Background: an optimization exercise with open tools, aiming at small area and a short achievable clock period. Do not read the settings as production practice.
Function was not checked in any run shown here: the RTL went through the layout flow alone.

==> flow/design.v, too long to show whole: its modules and the start of the top module <==
// module ex2_1: 1620 lines
// module ex2_1_fa: 4 lines
// module ex2_1_ha: 4 lines
module ex2_1 (
	      input 		  clk, rst, validi,
	      input [31:0] 	  data_in,
	      output logic 	  valido,
	      output logic [31:0] data_out
	      );
  // ...
==> flow/run.sh <==
#!/bin/bash
# synth_recipe.tcl (not shown) runs the flow's synth.tcl, then flattens the netlist and writes it again
# the make line also repeats each setting of config.mk as NAME=value (left out here)
make -C /OpenROAD-flow-scripts/flow DESIGN_CONFIG=/design/flow/config.mk WORK_HOME=/design/flow/orfs CLKGATE_MAP_FILE= SYNTH_SCRIPT=/design/flow/synth_recipe.tcl finish
==> flow/config.mk <==
export PLATFORM = sky130hd
export DESIGN_NAME = ex2_1
export DESIGN_NICKNAME = ex2_1
export VERILOG_FILES = /design/flow/design.v
export SDC_FILE = /design/flow/constraint.sdc
export NUM_CORES = 4
export LEC_CHECK = 0
export ABC_CLOCK_PERIOD_IN_PS = 3500
export CAP_MARGIN = 20
export CORE_MARGIN = 2
export CORE_UTILIZATION = 40
export SETUP_SLACK_MARGIN = 4.5
export SLEW_MARGIN = 20
export SYNTH_HIERARCHICAL = 1
==> flow/constraint.sdc <==
create_clock -name core_clock -period 8.0 [get_ports {clk}]
set_input_delay 1.6000 -clock core_clock [delete_from_list [all_inputs] [get_ports {clk}]]
set_output_delay 1.6000 -clock core_clock [all_outputs]
set_load 0.01 [all_outputs]
==> impl_metrics.tcl, run 1 <==
set metrics [dict create \
    gp_congestion 0.8867 \
    clkLatencyLatePin_ps 450 \
    track_usage_pct 27.40 \
    first_iter_violations 1138 \
    muxShareOfSynthArea_pct 0 \
    yosys_warnings 7 \
    min_from "cnt[0]" \
    synth.top_cell.area_share_pct 28.69 \
    clkCellAreaFrac_pct 2.920 \
    slowest_stage "fa_1" \
    regArea_um2 3224 \
    nMultiInputCombCells 1164 \
    clockBufferDepth 2 \
    drc 0 \
    cts_resized 389 \
    hold_class "register to register" \
    setup_tns_ps 0 \
    outcome "finished clean" \
    synth_compound_area_share_pct 17.73 \
    min_to "cnt[0]" \
    clk_pin_slew_ps 80 \
    mostFrequentLayoutCells "265 x xnor2_1, 154 x a22oi_1, 154 x dfxtp_1" \
    worstSetupStartpointType "input port" \
    yosys_most_used_dff "dfxtp_1" \
    met2_length_um 26070 \
    yosys_register_bits 160 \
    die_w_um 202.6 \
    utilization_pct 52.87 \
    grtUsageMet1_pct 36.28 \
    cp_num_cells 12 \
    bufAreaShareNonClock_pct 12.07 \
    ff2ff_setup_slack_ps 3720 \
    multi_input_area_share_pct 64.97 \
    hold_viol 0 \
    stdcell_count 2146 \
    dpl.cell_count 2009 \
]
==> run 2: changes to the inputs <==
--- a/flow/design.v
+++ b/flow/design.v
@@ -104,16 +104,43 @@
    logic q85;
    logic q86;
    logic q87;
    logic q88;
    logic q89;
    logic q90;
    logic q91;
    logic q92;
+   logic q93;
+   logic q94;
+   logic q95;
+   logic q96;
+   logic q97;
+   logic q98;
+   logic q99;
+   logic q100;
+   logic q101;
+   logic q102;
+   logic q103;
+   logic q104;
+   logic q105;
+   logic q106;
+   logic q107;
+   logic q108;
+   logic q109;
+   logic q110;
+   logic q111;
+   logic q112;
+   logic q113;
+   logic q114;
+   logic q115;
+   logic q116;
+   logic q117;
+   logic q118;
+   logic q119;
    wire bo0, bt0, bn0;
    wire pp1;
    wire pp2;
    wire pp3;
    wire pp4;
    wire pp5;
    wire pp6;
    wire pp7;
@@ -743,70 +770,70 @@
    wire c616;
    wire s617;
    wire c618;
    wire s619;
    wire c620;
    wire s621;
    wire c622;
    wire s623;
-   wire s624;
-   wire c625;
-   wire s626;
-   wire c627;
-   wire s628;
-   wire c629;
-   wire s630;
-   wire c631;
-   wire s632;
-   wire c633;
-   wire s634;
-   wire c635;
-   wire s636;
-   wire c637;
-   wire s638;
-   wire c639;
-   wire s640;
-   wire c641;
-   wire s642;
-   wire c643;
-   wire s644;
-   wire c645;
-   wire s646;
-   wire c647;
-   wire s648;
-   wire c649;
-   wire s650;
-   wire c651;
-   wire s652;
-   wire c653;
-   wire s654;
-   wire c655;
-   wire s656;
-   wire c657;
-   wire s658;
-   wire c659;
-   wire s660;
-   wire c661;
-   wire s662;
-   wire c663;
-   wire s664;
-   wire c665;
-   wire s666;
-   wire c667;
-   wire s668;
-   wire c669;
-   wire s670;
-   wire c671;
-   wire s672;
-   wire c673;
-   wire s674;
-   wire c675;
-   wire s676;
-   wire c677;
+   wire c624;
+   wire s625;
+   wire c626;
+   wire s627;
+   wire c628;
+   wire s629;
+   wire c630;
+   wire s631;
+   wire c632;
+   wire s633;
+   wire c634;
+   wire s635;
+   wire c636;
+   wire s637;
+   wire c638;
+   wire s639;
+   wire c640;
+   wire s641;
+   wire c642;
+   wire s643;
+   wire c644;
+   wire s645;
+   wire c646;
+   wire s647;
+   wire c648;
+   wire s649;
+   wire c650;
+   wire s651;
+   wire c652;
+   wire s653;
+   wire c654;
+   wire s655;
+   wire c656;
+   wire s657;
+   wire c658;
+   wire s659;
+   wire c660;
+   wire s661;
+   wire c662;
+   wire s663;
+   wire c664;
+   wire s665;
+   wire c666;
+   wire s667;
+   wire c668;
+   wire s669;
+   wire c670;
+   wire s671;
+   wire c672;
+   wire s673;
+   wire c674;
+   wire s675;
+   wire c676;
+   wire s677;
    wire s678;
    wire s679;
    wire c680;
    wire s681;
    wire c682;
    wire s683;
    wire c684;
    wire s685;
@@ -938,94 +965,121 @@
       q7 <= pp34;
       q8 <= bn2;
       q9 <= pp5;
       q10 <= pp35;
       q11 <= pp63;
       q12 <= pp6;
       q13 <= pp36;
       q14 <= pp64;
-      q15 <= s573;
-      q16 <= pp65;
-      q17 <= pp91;
-      q18 <= c574;
-      q19 <= s575;
-      q20 <= pp92;
-      q21 <= c576;
-      q22 <= s577;
-      q23 <= s483;
-      q24 <= c578;
-      q25 <= s579;
-      q26 <= s485;
-      q27 <= c580;
-      q28 <= s581;
-      q29 <= s489;
-      q30 <= c582;
-      q31 <= s583;
-      q32 <= s493;
-      q33 <= c584;
-      q34 <= s585;
-      q35 <= s497;
-      q36 <= c586;
-      q37 <= s587;
-      q38 <= s501;
-      q39 <= c588;
-      q40 <= s589;
-      q41 <= s505;
-      q42 <= c590;
-      q43 <= s591;
-      q44 <= s509;
-      q45 <= c592;
-      q46 <= s593;
-      q47 <= s513;
-      q48 <= c594;
-      q49 <= s595;
-      q50 <= s517;
-      q51 <= c596;
-      q52 <= s597;
-      q53 <= s521;
-      q54 <= c598;
-      q55 <= s599;
-      q56 <= s525;
-      q57 <= c600;
-      q58 <= s601;
-      q59 <= s529;
-      q60 <= c602;
-      q61 <= s603;
-      q62 <= s533;
-      q63 <= c604;
-      q64 <= s605;
-      q65 <= s537;
-      q66 <= c606;
-      q67 <= s607;
-      q68 <= s541;
-      q69 <= c608;
-      q70 <= s609;
-      q71 <= s545;
-      q72 <= c610;
-      q73 <= s611;
-      q74 <= s549;
-      q75 <= c612;
-      q76 <= s613;
-      q77 <= s553;
-      q78 <= c614;
-      q79 <= s615;
-      q80 <= s557;
-      q81 <= c616;
-      q82 <= s617;
-      q83 <= s561;
-      q84 <= c618;
-      q85 <= s619;
-      q86 <= s565;
-      q87 <= c620;
-      q88 <= s621;
-      q89 <= s569;
-      q90 <= c622;
-      q91 <= s623;
-      q92 <= s572;
+      q15 <= bn3;
+      q16 <= pp7;
+      q17 <= pp37;
+      q18 <= pp65;
+      q19 <= pp91;
+      q20 <= pp8;
+      q21 <= pp38;
+      q22 <= pp66;
+      q23 <= pp92;
+      q24 <= s483;
+      q25 <= pp67;
+      q26 <= pp93;
+      q27 <= pp117;
+      q28 <= c484;
+      q29 <= s485;
+      q30 <= pp94;
+      q31 <= pp118;
+      q32 <= c486;
+      q33 <= s487;
+      q34 <= s489;
+      q35 <= pp141;
+      q36 <= c488;
+      q37 <= c490;
+      q38 <= s491;
+      q39 <= s493;
+      q40 <= c492;
+      q41 <= c494;
+      q42 <= s495;
+      q43 <= s497;
+      q44 <= c496;
+      q45 <= c498;
+      q46 <= s499;
+      q47 <= s501;
+      q48 <= c500;
+      q49 <= c502;
+      q50 <= s503;
+      q51 <= s505;
+      q52 <= c504;
+      q53 <= c506;
+      q54 <= s507;
+      q55 <= s509;
+      q56 <= c508;
+      q57 <= c510;
+      q58 <= s511;
+      q59 <= s513;
+      q60 <= c512;
+      q61 <= c514;
+      q62 <= s515;
+      q63 <= s517;
+      q64 <= c516;
+      q65 <= c518;
+      q66 <= s519;
+      q67 <= s521;
+      q68 <= c520;
+      q69 <= c522;
+      q70 <= s523;
+      q71 <= s525;
+      q72 <= c524;
+      q73 <= c526;
+      q74 <= s527;
+      q75 <= s529;
+      q76 <= c528;
+      q77 <= c530;
+      q78 <= s531;
+      q79 <= s533;
+      q80 <= c532;
+      q81 <= c534;
+      q82 <= s535;
+      q83 <= s537;
+      q84 <= c536;
+      q85 <= c538;
+      q86 <= s539;
+      q87 <= s541;
+      q88 <= c540;
+      q89 <= c542;
+      q90 <= s543;
+      q91 <= s545;
+      q92 <= c544;
+      q93 <= c546;
+      q94 <= s547;
+      q95 <= s549;
+      q96 <= c548;
+      q97 <= c550;
+      q98 <= s551;
+      q99 <= s553;
+      q100 <= c552;
+      q101 <= c554;
+      q102 <= s555;
+      q103 <= s557;
+      q104 <= c556;
+      q105 <= c558;
+      q106 <= s559;
+      q107 <= s561;
+      q108 <= c560;
+      q109 <= c562;
+      q110 <= s563;
+      q111 <= s565;
+      q112 <= c564;
+      q113 <= c566;
+      q114 <= s567;
+      q115 <= s569;
+      q116 <= c568;
+      q117 <= c570;
+      q118 <= s571;
+      q119 <= s572;
       data_out <= ra + rb;
    end
    assign bo0 = a[0] ^ 1'b0;
    assign bt0 = (a[1] & ~a[0] & ~1'b0) | (~a[1] & a[0] & 1'b0);
    assign bn0 = a[1] & ~(a[0] & 1'b0);
    assign pp1 = ((bo0 & data_in[0]) | (bt0 & 1'b0)) ^ bn0;
    assign pp2 = ((bo0 & data_in[1]) | (bt0 & data_in[0])) ^ bn0;
    assign pp3 = ((bo0 & data_in[2]) | (bt0 & data_in[1])) ^ bn0;
@@ -1494,132 +1548,132 @@
    ex2_1_fa us559 (.a(c457), .b(c459), .c(s462), .s(s559), .co(c560));
    ex2_1_fa us561 (.a(s464), .b(c461), .c(s466), .s(s561), .co(c562));
    ex2_1_fa us563 (.a(c463), .b(c465), .c(s468), .s(s563), .co(c564));
    ex2_1_fa us565 (.a(s470), .b(c467), .c(s472), .s(s565), .co(c566));
    ex2_1_fa us567 (.a(c469), .b(c471), .c(s474), .s(s567), .co(c568));
    ex2_1_fa us569 (.a(s476), .b(c473), .c(s478), .s(s569), .co(c570));
    assign s571 = c475 ^ c477 ^ s480;
    assign s572 = c479 ^ s481 ^ s482;
-   ex2_1_fa us573 (.a(bn3), .b(pp7), .c(pp37), .s(s573), .co(c574));
-   ex2_1_fa us575 (.a(pp8), .b(pp38), .c(pp66), .s(s575), .co(c576));
-   ex2_1_fa us577 (.a(pp67), .b(pp93), .c(pp117), .s(s577), .co(c578));
-   ex2_1_fa us579 (.a(pp94), .b(pp118), .c(c484), .s(s579), .co(c580));
-   ex2_1_fa us581 (.a(pp141), .b(c486), .c(s487), .s(s581), .co(c582));
-   ex2_1_fa us583 (.a(c488), .b(c490), .c(s491), .s(s583), .co(c584));
-   ex2_1_fa us585 (.a(c492), .b(c494), .c(s495), .s(s585), .co(c586));
-   ex2_1_fa us587 (.a(c496), .b(s499), .c(c498), .s(s587), .co(c588));
-   ex2_1_fa us589 (.a(c500), .b(s503), .c(c502), .s(s589), .co(c590));
-   ex2_1_fa us591 (.a(c504), .b(c506), .c(s507), .s(s591), .co(c592));
-   ex2_1_fa us593 (.a(c508), .b(c510), .c(s511), .s(s593), .co(c594));
-   ex2_1_fa us595 (.a(c512), .b(c514), .c(s515), .s(s595), .co(c596));
-   ex2_1_fa us597 (.a(c516), .b(c518), .c(s519), .s(s597), .co(c598));
-   ex2_1_fa us599 (.a(c520), .b(s523), .c(c522), .s(s599), .co(c600));
-   ex2_1_fa us601 (.a(c524), .b(s527), .c(c526), .s(s601), .co(c602));
-   ex2_1_fa us603 (.a(c528), .b(s531), .c(c530), .s(s603), .co(c604));
-   ex2_1_fa us605 (.a(c532), .b(s535), .c(c534), .s(s605), .co(c606));
-   ex2_1_fa us607 (.a(c536), .b(s539), .c(c538), .s(s607), .co(c608));
-   ex2_1_fa us609 (.a(c540), .b(c542), .c(s543), .s(s609), .co(c610));
-   ex2_1_fa us611 (.a(c544), .b(c546), .c(s547), .s(s611), .co(c612));
-   ex2_1_fa us613 (.a(c548), .b(c550), .c(s551), .s(s613), .co(c614));
-   ex2_1_fa us615 (.a(c552), .b(c554), .c(s555), .s(s615), .co(c616));
-   ex2_1_fa us617 (.a(c556), .b(s559), .c(c558), .s(s617), .co(c618));
-   ex2_1_fa us619 (.a(c560), .b(s563), .c(c562), .s(s619), .co(c620));
-   ex2_1_fa us621 (.a(c564), .b(s567), .c(c566), .s(s621), .co(c622));
-   assign s623 = c568 ^ c570 ^ s571;
-   ex2_1_ha us624 (.a(q8), .b(q9), .s(s624), .co(c625));
-   ex2_1_ha us626 (.a(q12), .b(q13), .s(s626), .co(c627));
-   ex2_1_ha us628 (.a(q15), .b(q16), .s(s628), .co(c629));
-   ex2_1_ha us630 (.a(q18), .b(q19), .s(s630), .co(c631));
-   ex2_1_ha us632 (.a(q21), .b(q22), .s(s632), .co(c633));
-   ex2_1_ha us634 (.a(q24), .b(q25), .s(s634), .co(c635));
-   ex2_1_ha us636 (.a(q27), .b(q28), .s(s636), .co(c637));
-   ex2_1_ha us638 (.a(q30), .b(q31), .s(s638), .co(c639));
-   ex2_1_ha us640 (.a(q33), .b(q34), .s(s640), .co(c641));
-   ex2_1_ha us642 (.a(q36), .b(q37), .s(s642), .co(c643));
-   ex2_1_ha us644 (.a(q39), .b(q40), .s(s644), .co(c645));
-   ex2_1_ha us646 (.a(q42), .b(q43), .s(s646), .co(c647));
-   ex2_1_ha us648 (.a(q45), .b(q46), .s(s648), .co(c649));
-   ex2_1_ha us650 (.a(q48), .b(q49), .s(s650), .co(c651));
-   ex2_1_ha us652 (.a(q51), .b(q52), .s(s652), .co(c653));
-   ex2_1_ha us654 (.a(q54), .b(q55), .s(s654), .co(c655));
-   ex2_1_ha us656 (.a(q57), .b(q58), .s(s656), .co(c657));
-   ex2_1_ha us658 (.a(q60), .b(q61), .s(s658), .co(c659));
-   ex2_1_ha us660 (.a(q63), .b(q64), .s(s660), .co(c661));
-   ex2_1_ha us662 (.a(q66), .b(q67), .s(s662), .co(c663));
-   ex2_1_ha us664 (.a(q69), .b(q70), .s(s664), .co(c665));
-   ex2_1_ha us666 (.a(q72), .b(q73), .s(s666), .co(c667));
-   ex2_1_ha us668 (.a(q75), .b(q76), .s(s668), .co(c669));
-   ex2_1_ha us670 (.a(q78), .b(q79), .s(s670), .co(c671));
-   ex2_1_ha us672 (.a(q81), .b(q82), .s(s672), .co(c673));
-   ex2_1_ha us674 (.a(q84), .b(q85), .s(s674), .co(c675));
-   ex2_1_ha us676 (.a(q87), .b(q88), .s(s676), .co(c677));
-   assign s678 = q90 ^ q91;
+   ex2_1_ha us573 (.a(q8), .b(q9), .s(s573), .co(c574));
+   ex2_1_ha us575 (.a(q12), .b(q13), .s(s575), .co(c576));
+   ex2_1_fa us577 (.a(q15), .b(q16), .c(q17), .s(s577), .co(c578));
+   ex2_1_ha us579 (.a(q18), .b(q19), .s(s579), .co(c580));
+   ex2_1_fa us581 (.a(q20), .b(q21), .c(q22), .s(s581), .co(c582));
+   ex2_1_ha us583 (.a(q23), .b(data_in[7]), .s(s583), .co(c584));
+   ex2_1_fa us585 (.a(q24), .b(q25), .c(q26), .s(s585), .co(c586));
+   ex2_1_ha us587 (.a(q27), .b(data_in[8]), .s(s587), .co(c588));
+   ex2_1_fa us589 (.a(q28), .b(q29), .c(q30), .s(s589), .co(c590));
+   ex2_1_ha us591 (.a(q31), .b(data_in[9]), .s(s591), .co(c592));
+   ex2_1_fa us593 (.a(q32), .b(q33), .c(q34), .s(s593), .co(c594));
+   ex2_1_ha us595 (.a(q35), .b(data_in[10]), .s(s595), .co(c596));
+   ex2_1_fa us597 (.a(q36), .b(q37), .c(q38), .s(s597), .co(c598));
+   ex2_1_ha us599 (.a(q39), .b(data_in[11]), .s(s599), .co(c600));
+   ex2_1_fa us601 (.a(q40), .b(q41), .c(q42), .s(s601), .co(c602));
+   ex2_1_ha us603 (.a(q43), .b(data_in[12]), .s(s603), .co(c604));
+   ex2_1_fa us605 (.a(q44), .b(q45), .c(q46), .s(s605), .co(c606));
+   ex2_1_ha us607 (.a(q47), .b(data_in[13]), .s(s607), .co(c608));
+   ex2_1_fa us609 (.a(q48), .b(q49), .c(q50), .s(s609), .co(c610));
+   ex2_1_ha us611 (.a(q51), .b(data_in[14]), .s(s611), .co(c612));
+   ex2_1_fa us613 (.a(q52), .b(q53), .c(q54), .s(s613), .co(c614));
+   ex2_1_ha us615 (.a(q55), .b(data_in[15]), .s(s615), .co(c616));
+   ex2_1_fa us617 (.a(q56), .b(q57), .c(q58), .s(s617), .co(c618));
+   ex2_1_ha us619 (.a(q59), .b(data_in[16]), .s(s619), .co(c620));
+   ex2_1_fa us621 (.a(q60), .b(q61), .c(q62), .s(s621), .co(c622));
+   ex2_1_ha us623 (.a(q63), .b(data_in[17]), .s(s623), .co(c624));
+   ex2_1_fa us625 (.a(q64), .b(q65), .c(q66), .s(s625), .co(c626));
+   ex2_1_ha us627 (.a(q67), .b(data_in[18]), .s(s627), .co(c628));
+   ex2_1_fa us629 (.a(q68), .b(q69), .c(q70), .s(s629), .co(c630));
+   ex2_1_ha us631 (.a(q71), .b(data_in[19]), .s(s631), .co(c632));
+   ex2_1_fa us633 (.a(q72), .b(q73), .c(q74), .s(s633), .co(c634));
+   ex2_1_ha us635 (.a(q75), .b(data_in[20]), .s(s635), .co(c636));
+   ex2_1_fa us637 (.a(q76), .b(q77), .c(q78), .s(s637), .co(c638));
+   ex2_1_ha us639 (.a(q79), .b(data_in[21]), .s(s639), .co(c640));
+   ex2_1_fa us641 (.a(q80), .b(q81), .c(q82), .s(s641), .co(c642));
+   ex2_1_ha us643 (.a(q83), .b(data_in[22]), .s(s643), .co(c644));
+   ex2_1_fa us645 (.a(q84), .b(q85), .c(q86), .s(s645), .co(c646));
+   ex2_1_ha us647 (.a(q87), .b(data_in[23]), .s(s647), .co(c648));
+   ex2_1_fa us649 (.a(q88), .b(q89), .c(q90), .s(s649), .co(c650));
+   ex2_1_ha us651 (.a(q91), .b(data_in[24]), .s(s651), .co(c652));
+   ex2_1_fa us653 (.a(q92), .b(q93), .c(q94), .s(s653), .co(c654));
+   ex2_1_ha us655 (.a(q95), .b(data_in[25]), .s(s655), .co(c656));
+   ex2_1_fa us657 (.a(q96), .b(q97), .c(q98), .s(s657), .co(c658));
+   ex2_1_ha us659 (.a(q99), .b(data_in[26]), .s(s659), .co(c660));
+   ex2_1_fa us661 (.a(q100), .b(q101), .c(q102), .s(s661), .co(c662));
+   ex2_1_ha us663 (.a(q103), .b(data_in[27]), .s(s663), .co(c664));
+   ex2_1_fa us665 (.a(q104), .b(q105), .c(q106), .s(s665), .co(c666));
+   ex2_1_ha us667 (.a(q107), .b(data_in[28]), .s(s667), .co(c668));
+   ex2_1_fa us669 (.a(q108), .b(q109), .c(q110), .s(s669), .co(c670));
+   ex2_1_ha us671 (.a(q111), .b(data_in[29]), .s(s671), .co(c672));
+   ex2_1_fa us673 (.a(q112), .b(q113), .c(q114), .s(s673), .co(c674));
+   ex2_1_ha us675 (.a(q115), .b(data_in[30]), .s(s675), .co(c676));
+   assign s677 = q116 ^ q117 ^ q118;
+   assign s678 = q119 ^ data_in[31];
    ex2_1_ha us679 (.a(q3), .b(q4), .s(s679), .co(c680));
    ex2_1_ha us681 (.a(q6), .b(q7), .s(s681), .co(c682));
-   ex2_1_fa us683 (.a(q10), .b(q11), .c(s624), .s(s683), .co(c684));
-   ex2_1_fa us685 (.a(q14), .b(c625), .c(s626), .s(s685), .co(c686));
-   ex2_1_fa us687 (.a(q17), .b(c627), .c(s628), .s(s687), .co(c688));
-   ex2_1_fa us689 (.a(q20), .b(c629), .c(s630), .s(s689), .co(c690));
-   ex2_1_fa us691 (.a(q23), .b(c631), .c(s632), .s(s691), .co(c692));
-   ex2_1_fa us693 (.a(q26), .b(c633), .c(s634), .s(s693), .co(c694));
-   ex2_1_fa us695 (.a(q29), .b(c635), .c(s636), .s(s695), .co(c696));
-   ex2_1_fa us697 (.a(q32), .b(c637), .c(s638), .s(s697), .co(c698));
-   ex2_1_fa us699 (.a(q35), .b(c639), .c(s640), .s(s699), .co(c700));
-   ex2_1_fa us701 (.a(q38), .b(c641), .c(s642), .s(s701), .co(c702));
-   ex2_1_fa us703 (.a(q41), .b(c643), .c(s644), .s(s703), .co(c704));
-   ex2_1_fa us705 (.a(q44), .b(c645), .c(s646), .s(s705), .co(c706));
-   ex2_1_fa us707 (.a(q47), .b(c647), .c(s648), .s(s707), .co(c708));
-   ex2_1_fa us709 (.a(q50), .b(c649), .c(s650), .s(s709), .co(c710));
-   ex2_1_fa us711 (.a(q53), .b(c651), .c(s652), .s(s711), .co(c712));
-   ex2_1_fa us713 (.a(q56), .b(c653), .c(s654), .s(s713), .co(c714));
-   ex2_1_fa us715 (.a(q59), .b(c655), .c(s656), .s(s715), .co(c716));
-   ex2_1_fa us717 (.a(q62), .b(c657), .c(s658), .s(s717), .co(c718));
-   ex2_1_fa us719 (.a(q65), .b(c659), .c(s660), .s(s719), .co(c720));
-   ex2_1_fa us721 (.a(q68), .b(c661), .c(s662), .s(s721), .co(c722));
-   ex2_1_fa us723 (.a(q71), .b(c663), .c(s664), .s(s723), .co(c724));
-   ex2_1_fa us725 (.a(q74), .b(c665), .c(s666), .s(s725), .co(c726));
-   ex2_1_fa us727 (.a(q77), .b(c667), .c(s668), .s(s727), .co(c728));
-   ex2_1_fa us729 (.a(q80), .b(c669), .c(s670), .s(s729), .co(c730));
-   ex2_1_fa us731 (.a(q83), .b(c671), .c(s672), .s(s731), .co(c732));
-   ex2_1_fa us733 (.a(q86), .b(c673), .c(s674), .s(s733), .co(c734));
-   ex2_1_fa us735 (.a(q89), .b(c675), .c(s676), .s(s735), .co(c736));
-   assign s737 = q92 ^ c677 ^ s678;
+   ex2_1_fa us683 (.a(q10), .b(q11), .c(s573), .s(s683), .co(c684));
+   ex2_1_fa us685 (.a(q14), .b(c574), .c(s575), .s(s685), .co(c686));
+   ex2_1_fa us687 (.a(c576), .b(s579), .c(s577), .s(s687), .co(c688));
+   ex2_1_fa us689 (.a(c580), .b(c578), .c(s581), .s(s689), .co(c690));
+   ex2_1_fa us691 (.a(c582), .b(s585), .c(c584), .s(s691), .co(c692));
+   ex2_1_fa us693 (.a(c586), .b(s589), .c(c588), .s(s693), .co(c694));
+   ex2_1_fa us695 (.a(c590), .b(s593), .c(c592), .s(s695), .co(c696));
+   ex2_1_fa us697 (.a(c594), .b(s597), .c(c596), .s(s697), .co(c698));
+   ex2_1_fa us699 (.a(c598), .b(s601), .c(c600), .s(s699), .co(c700));
+   ex2_1_fa us701 (.a(c602), .b(s605), .c(c604), .s(s701), .co(c702));
+   ex2_1_fa us703 (.a(c606), .b(s609), .c(c608), .s(s703), .co(c704));
+   ex2_1_fa us705 (.a(c610), .b(s613), .c(c612), .s(s705), .co(c706));
+   ex2_1_fa us707 (.a(c614), .b(s617), .c(c616), .s(s707), .co(c708));
+   ex2_1_fa us709 (.a(c618), .b(s621), .c(c620), .s(s709), .co(c710));
+   ex2_1_fa us711 (.a(c622), .b(s625), .c(c624), .s(s711), .co(c712));
+   ex2_1_fa us713 (.a(c626), .b(s629), .c(c628), .s(s713), .co(c714));
+   ex2_1_fa us715 (.a(c630), .b(s633), .c(c632), .s(s715), .co(c716));
+   ex2_1_fa us717 (.a(c634), .b(s637), .c(c636), .s(s717), .co(c718));
+   ex2_1_fa us719 (.a(c638), .b(s641), .c(c640), .s(s719), .co(c720));
+   ex2_1_fa us721 (.a(c642), .b(s645), .c(c644), .s(s721), .co(c722));
+   ex2_1_fa us723 (.a(c646), .b(s649), .c(c648), .s(s723), .co(c724));
+   ex2_1_fa us725 (.a(c650), .b(s653), .c(c652), .s(s725), .co(c726));
+   ex2_1_fa us727 (.a(c654), .b(s657), .c(c656), .s(s727), .co(c728));
+   ex2_1_fa us729 (.a(c658), .b(s661), .c(c660), .s(s729), .co(c730));
+   ex2_1_fa us731 (.a(c662), .b(s665), .c(c664), .s(s731), .co(c732));
+   ex2_1_fa us733 (.a(c666), .b(s669), .c(c668), .s(s733), .co(c734));
+   ex2_1_fa us735 (.a(c670), .b(s673), .c(c672), .s(s735), .co(c736));
+   assign s737 = c674 ^ s677 ^ c676;
    ex2_1_ha us738 (.a(q0), .b(q1), .s(s738), .co(c739));
    ex2_1_ha us740 (.a(q2), .b(data_in[1]), .s(s740), .co(c741));
    ex2_1_fa us742 (.a(q5), .b(s679), .c(data_in[2]), .s(s742), .co(c743));
    ex2_1_fa us744 (.a(c680), .b(s681), .c(data_in[3]), .s(s744), .co(c745));
    ex2_1_fa us746 (.a(c682), .b(s683), .c(data_in[4]), .s(s746), .co(c747));
    ex2_1_fa us748 (.a(c684), .b(s685), .c(data_in[5]), .s(s748), .co(c749));
    ex2_1_fa us750 (.a(c686), .b(s687), .c(data_in[6]), .s(s750), .co(c751));
-   ex2_1_fa us752 (.a(c688), .b(s689), .c(data_in[7]), .s(s752), .co(c753));
-   ex2_1_fa us754 (.a(c690), .b(s691), .c(data_in[8]), .s(s754), .co(c755));
-   ex2_1_fa us756 (.a(c692), .b(s693), .c(data_in[9]), .s(s756), .co(c757));
-   ex2_1_fa us758 (.a(c694), .b(s695), .c(data_in[10]), .s(s758), .co(c759));
-   ex2_1_fa us760 (.a(c696), .b(s697), .c(data_in[11]), .s(s760), .co(c761));
-   ex2_1_fa us762 (.a(c698), .b(s699), .c(data_in[12]), .s(s762), .co(c763));
-   ex2_1_fa us764 (.a(c700), .b(s701), .c(data_in[13]), .s(s764), .co(c765));
-   ex2_1_fa us766 (.a(c702), .b(s703), .c(data_in[14]), .s(s766), .co(c767));
-   ex2_1_fa us768 (.a(c704), .b(s705), .c(data_in[15]), .s(s768), .co(c769));
-   ex2_1_fa us770 (.a(c706), .b(s707), .c(data_in[16]), .s(s770), .co(c771));
-   ex2_1_fa us772 (.a(c708), .b(s709), .c(data_in[17]), .s(s772), .co(c773));
-   ex2_1_fa us774 (.a(c710), .b(s711), .c(data_in[18]), .s(s774), .co(c775));
-   ex2_1_fa us776 (.a(c712), .b(s713), .c(data_in[19]), .s(s776), .co(c777));
-   ex2_1_fa us778 (.a(c714), .b(s715), .c(data_in[20]), .s(s778), .co(c779));
-   ex2_1_fa us780 (.a(c716), .b(s717), .c(data_in[21]), .s(s780), .co(c781));
-   ex2_1_fa us782 (.a(c718), .b(s719), .c(data_in[22]), .s(s782), .co(c783));
-   ex2_1_fa us784 (.a(c720), .b(s721), .c(data_in[23]), .s(s784), .co(c785));
-   ex2_1_fa us786 (.a(c722), .b(s723), .c(data_in[24]), .s(s786), .co(c787));
-   ex2_1_fa us788 (.a(c724), .b(s725), .c(data_in[25]), .s(s788), .co(c789));
-   ex2_1_fa us790 (.a(c726), .b(s727), .c(data_in[26]), .s(s790), .co(c791));
-   ex2_1_fa us792 (.a(c728), .b(s729), .c(data_in[27]), .s(s792), .co(c793));
-   ex2_1_fa us794 (.a(c730), .b(s731), .c(data_in[28]), .s(s794), .co(c795));
-   ex2_1_fa us796 (.a(c732), .b(s733), .c(data_in[29]), .s(s796), .co(c797));
-   ex2_1_fa us798 (.a(c734), .b(s735), .c(data_in[30]), .s(s798), .co(c799));
-   assign s800 = c736 ^ s737 ^ data_in[31];
+   ex2_1_fa us752 (.a(c688), .b(s689), .c(s583), .s(s752), .co(c753));
+   ex2_1_fa us754 (.a(c690), .b(s587), .c(s691), .s(s754), .co(c755));
+   ex2_1_fa us756 (.a(s591), .b(c692), .c(s693), .s(s756), .co(c757));
+   ex2_1_fa us758 (.a(s595), .b(c694), .c(s695), .s(s758), .co(c759));
+   ex2_1_fa us760 (.a(s599), .b(c696), .c(s697), .s(s760), .co(c761));
+   ex2_1_fa us762 (.a(s603), .b(c698), .c(s699), .s(s762), .co(c763));
+   ex2_1_fa us764 (.a(s607), .b(c700), .c(s701), .s(s764), .co(c765));
+   ex2_1_fa us766 (.a(s611), .b(c702), .c(s703), .s(s766), .co(c767));
+   ex2_1_fa us768 (.a(s615), .b(c704), .c(s705), .s(s768), .co(c769));
+   ex2_1_fa us770 (.a(s619), .b(c706), .c(s707), .s(s770), .co(c771));
+   ex2_1_fa us772 (.a(s623), .b(c708), .c(s709), .s(s772), .co(c773));
+   ex2_1_fa us774 (.a(s627), .b(c710), .c(s711), .s(s774), .co(c775));
+   ex2_1_fa us776 (.a(s631), .b(c712), .c(s713), .s(s776), .co(c777));
+   ex2_1_fa us778 (.a(s635), .b(c714), .c(s715), .s(s778), .co(c779));
+   ex2_1_fa us780 (.a(s639), .b(c716), .c(s717), .s(s780), .co(c781));
+   ex2_1_fa us782 (.a(s643), .b(c718), .c(s719), .s(s782), .co(c783));
+   ex2_1_fa us784 (.a(s647), .b(c720), .c(s721), .s(s784), .co(c785));
+   ex2_1_fa us786 (.a(s651), .b(c722), .c(s723), .s(s786), .co(c787));
+   ex2_1_fa us788 (.a(s655), .b(c724), .c(s725), .s(s788), .co(c789));
+   ex2_1_fa us790 (.a(s659), .b(c726), .c(s727), .s(s790), .co(c791));
+   ex2_1_fa us792 (.a(s663), .b(c728), .c(s729), .s(s792), .co(c793));
+   ex2_1_fa us794 (.a(s667), .b(c730), .c(s731), .s(s794), .co(c795));
+   ex2_1_fa us796 (.a(s671), .b(c732), .c(s733), .s(s796), .co(c797));
+   ex2_1_fa us798 (.a(s675), .b(c734), .c(s735), .s(s798), .co(c799));
+   assign s800 = s678 ^ c736 ^ s737;
    assign ra = {c799, c797, c795, c793, c791, c789, c787, c785, c783, c781, c779, c777, c775, c773, c771, c769, c767, c765, c763, c761, c759, c757, c755, c753, c751, c749, c747, c745, c743, c741, c739, s738};
    assign rb = {s800, s798, s796, s794, s792, s790, s788, s786, s784, s782, s780, s778, s776, s774, s772, s770, s768, s766, s764, s762, s760, s758, s756, s754, s752, s750, s748, s746, s744, s742, s740, data_in[0]};
 endmodule
 module ex2_1_fa (input a, b, c, output s, co);
    assign s = a ^ b ^ c;
    assign co = (a & b) | (c & (a ^ b));
 endmodule
 module ex2_1_ha (input a, b, output s, co);
==> run 2 against run 1 <==
  * Wire length rose by 4.8%
  * Still clean on timing, DRC and antenna
  * Critical path depth increased by 1
  * Largest cell class unchanged
  * Die area rose by 4.0%
  * First-iteration DRC count grew 14%
  * Sequential cell count increased by 27
  * Synthesized cell count grew 2.3%
  * Cell count rose by 2.3%
  * Non-clock buffer count grew 2
  * Core utilization grew 0.37 points
==> impl_metrics.tcl, run 2 <==
set metrics [dict create \
    tightest_slew_ps 904.4 \
    crit_path_end "data_out[26]" \
    finalSetupViolations 0 \
    utilization_pct 53.24 \
    cts_tree "yes" \
    hold_class "register to register" \
    max_cap_viol_count 0 \
    ff2ff_setup_slack_ps 3980 \
    track_usage_pct 28.18 \
    synth_commonest_cells "291 x xnor2_1, 226 x fa_1, 225 x a22oi_1, 184 x dfxtp_1, 98 x clkbuf_1" \
    endpoint_kind "register" \
    drc 0 \
    timing.rr.start "a[5]" \
    async_flop_share_pct 1.604 \
    final_common_cell "xnor2_1" \
    clock_tree.root_cell "clkbuf_16" \
    ff2ff_path_depth 14 \
    ioPinCount 68 \
    htree_levels 4 \
    routedWlPerCell_um 26.83 \
    ys_seq_area_share_pct 22.90 \
    path_max_fanout 4 \
    drive_gt1_share_pct 32.63 \
    grt_pass1_wl_um 87110 \
    fp-row-count 74 \
    synth.top_cell.area_share_pct 27.57 \
    design_area_um2 21640 \
    yosys.area.top_type "fa_1" \
    yosys_warnings 7 \
    wirelength_um 58920 \
    ant_nets 0 \
    grt_pass1_vias 13450 \
    dr.pass1.iters 5 \
    synth_nets 1882 \
    cts.sinks 187 \
    mostFrequentLayoutCells "242 x xnor2_1, 182 x dfxtp_1, 151 x fa_1" \
    portBuffers 67 \
    dpl.cell_count 2056 \
    netlist_top_cells_area "fa_1 28%, dfxtp_1 22%, xnor2_1 16%, a22oi_1 10%, ha_1 5.9%" \
    die_h_um 206.6 \
    rsz0062_at_grt "yes" \
    die_w_um 206.6 \
    overflow 0 \
    synthCells 1544 \
    max-slew-margin-rel_pct 39.30 \
    hold_viol 0 \
    r2r-end "q119" \
    crit_path_start "data_in[10]" \
    setup_tns_ps 0 \
    critPathArrivalTime_ps 4630 \
    yosys_register_bits 187 \
    min_period_over_period_pct 53.48 \
    syn_area_um2 16410 \
    clk_pin_slew_ps 70 \
    min_period_ps 4279 \
    placed_cell_area_um2 18290 \
    clockBufferDepth 2 \
    synth_area_per_cell_um2 10.63 \
    holdBufCountCts 0 \
    area_growth_syn_to_layout_pct 31.88 \
    synthMostInstantiatedCell "xnor2_1" \
    worstSetupStartpointType "input port" \
    stdcell_count 2196 \
    max_freq_mhz 233.7 \
    initial_core_util_pct 40.37 \
    grt_max_degree 41 \
    dp_hpwl_um 37020 \
    clkLatencyLatePin_ps 470 \
    outcome "finished clean" \
    critical_path_class "input port to register" \
    drv_slew 0 \
    antenna_found_initial 0 \
    top_regs "a (32), data_out (32), cnt (2)" \
    gp_congestion 0.9146 \
    vias 12960 \
    antenna_cells 0 \
    final.setup_skew_ps 18.99 \
    synth_edf_count 0 \
    first_iter_violations 1300 \
    core_area_um2 40650 \
    yosys_most_used_dff "dfxtp_1" \
    required_ps 8350 \
    cts_buffers 17 \
    die_area_um2 42660 \
    vias_per_cell 5.903 \
    synthDistinctLibCells 57 \
    hold_slack_ps 439.3 \
    nNetsFinal 1989 \
]
## run 2: cell types whose count changed after synthesis, sizes merged, moves of 4 or more
cell,previous run,this run
a21oi,99,91
nand3,3,8
inv,54,50
a211oi,1,7
nand4,8,2
and2,1,5
a211o,1,5
dfxtp,157,184
and3,3,8
## run 2: what timing repair did
item	CTS	global route
gates resized for setup	410	95
setup endpoints to repair	113	56
cloned	13	2
pin swaps	176	146
buffers inserted	70	23
## run 2: cells by family (layout without fill, tap and decap cells)
| family | Yosys count | in the layout | synth area share [%] |
|---|---|---|---|
| DFF | 187 | 187 | 22.90 |
| and+or+nand+nor | 133 | 133 | 4.445 |
| adders and majority gates | 303 | 303 | 33.44 |
| xor gates and xnor gates | 324 | 324 | 17.38 |
| muxes | 1 | 1 | 0.06100 |
| buffers and inverters | 183 | 303 | 4.231 |
| AOI/OAI and AO/OA | 413 | 413 | 17.54 |
## run 2: modules after synthesis, one instance, submodules excluded
module | cell area (um^2) | cells inside
ex2_1 | 11520 | 1288
ex2_1_fa | 20.02 | 1
ex2_1_ha | 12.51 | 1
## run 2: layer usage
metal / wire (um) / track usage [%] / up-vias
met1: 24310 / 37.20 / 6629
li1: - / - / 5524
met3: 5321 / 6.923 / 127
met2: 27100 / 44.51 / 683
met5: 0 / 0 / -
met4: 2182 / 11.17 / 0
## run 2: through the flow
step | setup WS [ps]
after floorplan | 3625
after global placement | 2393
after detailed placement | 2355
after CTS | 3691
after global routing | 3660
final | 3721
## run 2: final cells by class
class,count,area [um^2]
Fill cell,3450,19000
Multi-Input combinational cell,1174,13710
Sequential cell,187,3766
Timing Repair Buffer,219,2664
Tap cell,532,665.6
Clock buffer,19,442.9
Inverter,52,201.4
Clock inverter,13,190.2
## run 2: worst min-delay path by stage
stage / from / end / slack (ps) / cells after the start
global placement: cnt[0] / cnt[0] / 420 / 1
finish: cnt[0] / cnt[0] / 440 / 1
global route: cnt[0] / cnt[0] / 460 / 1
detailed placement: cnt[0] / cnt[0] / 430 / 1
CTS: cnt[0] / cnt[0] / 440 / 1
floorplan: a[1] / q0 / 360 / 0
## run 2: worst max-delay path, cell delays in order
cell and delay, ps:
buf_8 100, buf_12 120, ha_4 150, fa_2 540, fa_1 450, ha_4 310
and3_4 200, and2_4 180, nand3_4 90, a211o_1 320, a31o_1 280, buf_4 150
xnor2_2 120
==> run 3: changes to the inputs <==
--- a/flow/config.mk
+++ b/flow/config.mk
@@ -7,3 +7,3 @@
 export LEC_CHECK = 0
-export ABC_CLOCK_PERIOD_IN_PS = 3500
+export ABC_CLOCK_PERIOD_IN_PS = 4000
 export CAP_MARGIN = 20
@@ -11,3 +11,3 @@
 export CORE_UTILIZATION = 40
-export SETUP_SLACK_MARGIN = 4.5
+export SETUP_SLACK_MARGIN = 4.0
 export SLEW_MARGIN = 20
==> run 3 against run 2 <==
  * Still clean on timing, DRC and antenna
  * Critical path depth is the same
  * Synthesized area stayed put
  * Maximum frequency decreased by 0.94%
  * Count of clock-buffer cells in the layout fell by 1
  * Core utilization is 3.1 points lower
  * Clock skew shrank 1.2 ps
  * Sequential share of layout area increased by 1.1 points
  * Largest cell class unchanged
  * Highest routed layer unchanged
==> impl_metrics.tcl, run 3 <==
set metrics [dict create \
    outcome "finished clean" \
    min_from "cnt[0]" \
    synth_area_per_cell_um2 10.63 \
    cts_tree "yes" \
    drc 0 \
    track_usage_pct 28.27 \
    worstSetupStartpointType "input port" \
    drv_slew 0 \
    min_period_over_period_pct 53.99 \
    syn_area_um2 16410 \
    required_ps 8310 \
    die_w_um 206.6 \
    final_common_cell "xnor2_1" \
    path_buf_inv 2 \
    crit_family "adder cells" \
    tightest_slew_ps 1120 \
    clock_tree.root_cell "clkbuf_16" \
    vias 12800 \
    wirelength_um 58310 \
    synth_nets 1882 \
    critPathArrivalTime_ps 4630 \
    die_area_um2 42660 \
    die_h_um 206.6 \
    fillerInstances 3523 \
    hold_class "register to register" \
    core_area_um2 40650 \
    ys_seq_area_share_pct 22.90 \
    initial_core_util_pct 40.37 \
    regArea_um2 3764 \
    max_cap_viol_count 0 \
    synth.top_cell.area_share_pct 27.57 \
    clkLatencyLatePin_ps 470 \
    grt_pass1_vias 13450 \
    slowest_delay_ps 620 \
    first_iter_violations 1235 \
    dp_hpwl_um 36710 \
    slowest_stage "fa_1" \
    fin_ws_ps 3681 \
    timing.rr.start "a[3]" \
    yosys_register_bits 187 \
    antenna_found_initial 1 \
    top_regs "a (32), data_out (32), cnt (2)" \
    stdcell_count 2158 \
    multi_input_area_um2 12940 \
    grt_max_degree 34 \
    ant_nets 0 \
    clk_pin_slew_ps 60 \
    synth_edf_count 0 \
    post-place-ws_ps 2438 \
    min_period_ps 4319 \
    portBuffers 67 \
    synth_commonest_cells "291 x xnor2_1, 226 x fa_1, 225 x a22oi_1, 184 x dfxtp_1, 98 x clkbuf_1" \
    synthMostInstantiatedCell "xnor2_1" \
    fp-row-count 74 \
    async_flop_share_pct 1.604 \
    netlist_top_cells_area "fa_1 28%, dfxtp_1 22%, xnor2_1 16%, a22oi_1 10%, ha_1 5.9%" \
    drive_gt1_share_pct 19.69 \
    area_growth_syn_to_layout_pct 24.10 \
    dr.pass1.iters 6 \
    max_freq_mhz 231.5 \
    final.setup_skew_ps 17.80 \
    overflow 0 \
    ioPinCount 68 \
    crit_chain "buf_12 -> buf_12 -> ha_4 -> fa_1 -> fa_1 -> ha_4 -> nand2_4 -> nor3_4 -> and3_4 -> a221oi_4 -> nand2_2 -> a21oi_4 -> a311oi_2" \
    cts_buffers 17 \
    synthCells 1544 \
    gp_congestion 0.9062 \
    mostFrequentLayoutCells "280 x xnor2_1, 216 x fa_1, 215 x a22oi_1" \
    dpl.cell_count 2051 \
    max-slew-margin-rel_pct 25.33 \
    routedWlPerCell_um 27.02 \
    yosys.area.top_type "fa_1" \
    clockBufferDepth 2 \
    vias_per_cell 5.933 \
    rsz0062_at_grt "yes" \
    yosys_warnings 7 \
    utilization_pct 50.10 \
    path_max_fanout 4 \
    grt_pass1_wl_um 86980 \
    finalSetupViolations 0 \
    cts.sinks 187 \
    yosys_most_used_dff "dfxtp_1" \
    nNetsFinal 1951 \
    htree_levels 4 \
    critical_path_class "input port to register" \
    hold_viol 0 \
    synthDistinctLibCells 57 \
    crit_path_start "data_in[13]" \
    endpoint_kind "register" \
    setup_tns_ps 0 \
]
[run 3: worst reg2reg max path: stages, from the launching register on]
cell      delay [ps]
dfxtp_1          400
ha_2             210
nand2b_1         250
inv_2            510
xnor2_1          220
fa_2             500
fa_2             410
fa_2             420
xnor2_2          150
xnor2_1          190
xnor2_1          160
xnor2_1          140
xnor3_1          250
xnor2_1          130
[run 3: cell families after synthesis]
| family | count (synthesis) | synth area share (%) |
|---|---|---|
| xor gates and xnor gates | 324 | 17.38 |
| muxes | 1 | 0.06100 |
| AOI/OAI and AO/OA | 413 | 17.54 |
| DFF | 187 | 22.90 |
| and+or+nand+nor | 133 | 4.445 |
| buffers and inverters | 183 | 4.231 |
| adders and majority gates | 303 | 33.44 |
[run 3: layer usage]
layer | track usage, % | share of wire, %
met5 | 0 | 0
met3 | 6.845 | 9.3
met2 | 46.69 | 48
met4 | 10.92 | 3.8
met1 | 35.79 | 39
[run 3: final timing paths]
| kind | slack, ps | cells past startpoint | end |
|---|---|---|---|
| hold reg to reg | 430 | 1 | cnt[0] |
| min in group asynchronous | 1300 | 2 | cnt[1] |
| max in group asynchronous | 6570 | 2 | valido |
| hold / removal | 430 | 1 | cnt[0] |
| setup reg to reg | 3960 | 13 | q119 |
| setup / recovery | 3680 | 13 | data_out[27] |
[run 3: final cells by class]
cell class	instances	area share, %
multi-input combinational	1174	63.53
inverter	52	0.9584
tap	532	3.268
clock buffer	18	2.107
clock inverter	13	1.051
antenna	1	0.01229
sequential	187	18.48
timing repair buffer	181	10.60
[run 3: per-module statistics from Yosys, one instance, submodules excluded]
module / cells / flip-flops and latches
ex2_1_fa: 1 / 0
ex2_1: 1288 / 187
ex2_1_ha: 1 / 0
[run 3: stage by stage]
step / hold WS, ps / instance area, um^2
2_1_floorplan: 361.2 / 16830
4_1_cts: 434.5 / 20040
3_5_place_dp: 425.6 / 17870
6_report: 432.1 / 20370
3_3_place_gp: 417.3 / 17870
5_1_grt: 455.1 / 20360
[run 3: what timing repair did]
| action | in CTS | in global routing |
|---|---|---|
| hold endpoints to repair | 0 | 0 |
| endpoints found under the setup margin | 70 | 21 |
| hold buffers | 0 | 0 |
| cloned | 13 | 0 |
| pin swaps | 95 | 80 |
| buffers inserted | 50 | 12 |
| resized for setup | 295 | 57 |

afterwards: timing with drivers on the ports:
Ports are ideal in the flow. The routed layouts listed here were re-timed in OpenROAD.
Step 1 assumes that a clkbuf_16 drives the clock port and a buf_2 every other input.
Step 2, shift: input delay + t, output delay - t, t = (earliest + latest rising clock arrival at the registers) / 2. This alone moves slack from input paths to output paths.
Slacks: no drivers / after step 1 / after step 2; pairs: no drivers / after step 1.
run	t, ns	setup slack, ns	hold slack, ns	worst register clock-pin slew, ns
run 1	0.497	3.573 / 3.569 / 3.072	0.434 / 0.434 / 0.434	0.08 / 0.08
run 2	0.521	3.721 / 3.743 / 3.222	0.439 / 0.439 / 0.439	0.08 / 0.08
run 3	0.521	3.681 / 3.691 / 3.170	0.432 / 0.432 / 0.432	0.08 / 0.08
After both steps every run listed still meets setup and hold. For run 3, which loses most, drivers alone change the setup slack by +0.010 ns; drivers and shift together by -0.511 ns.
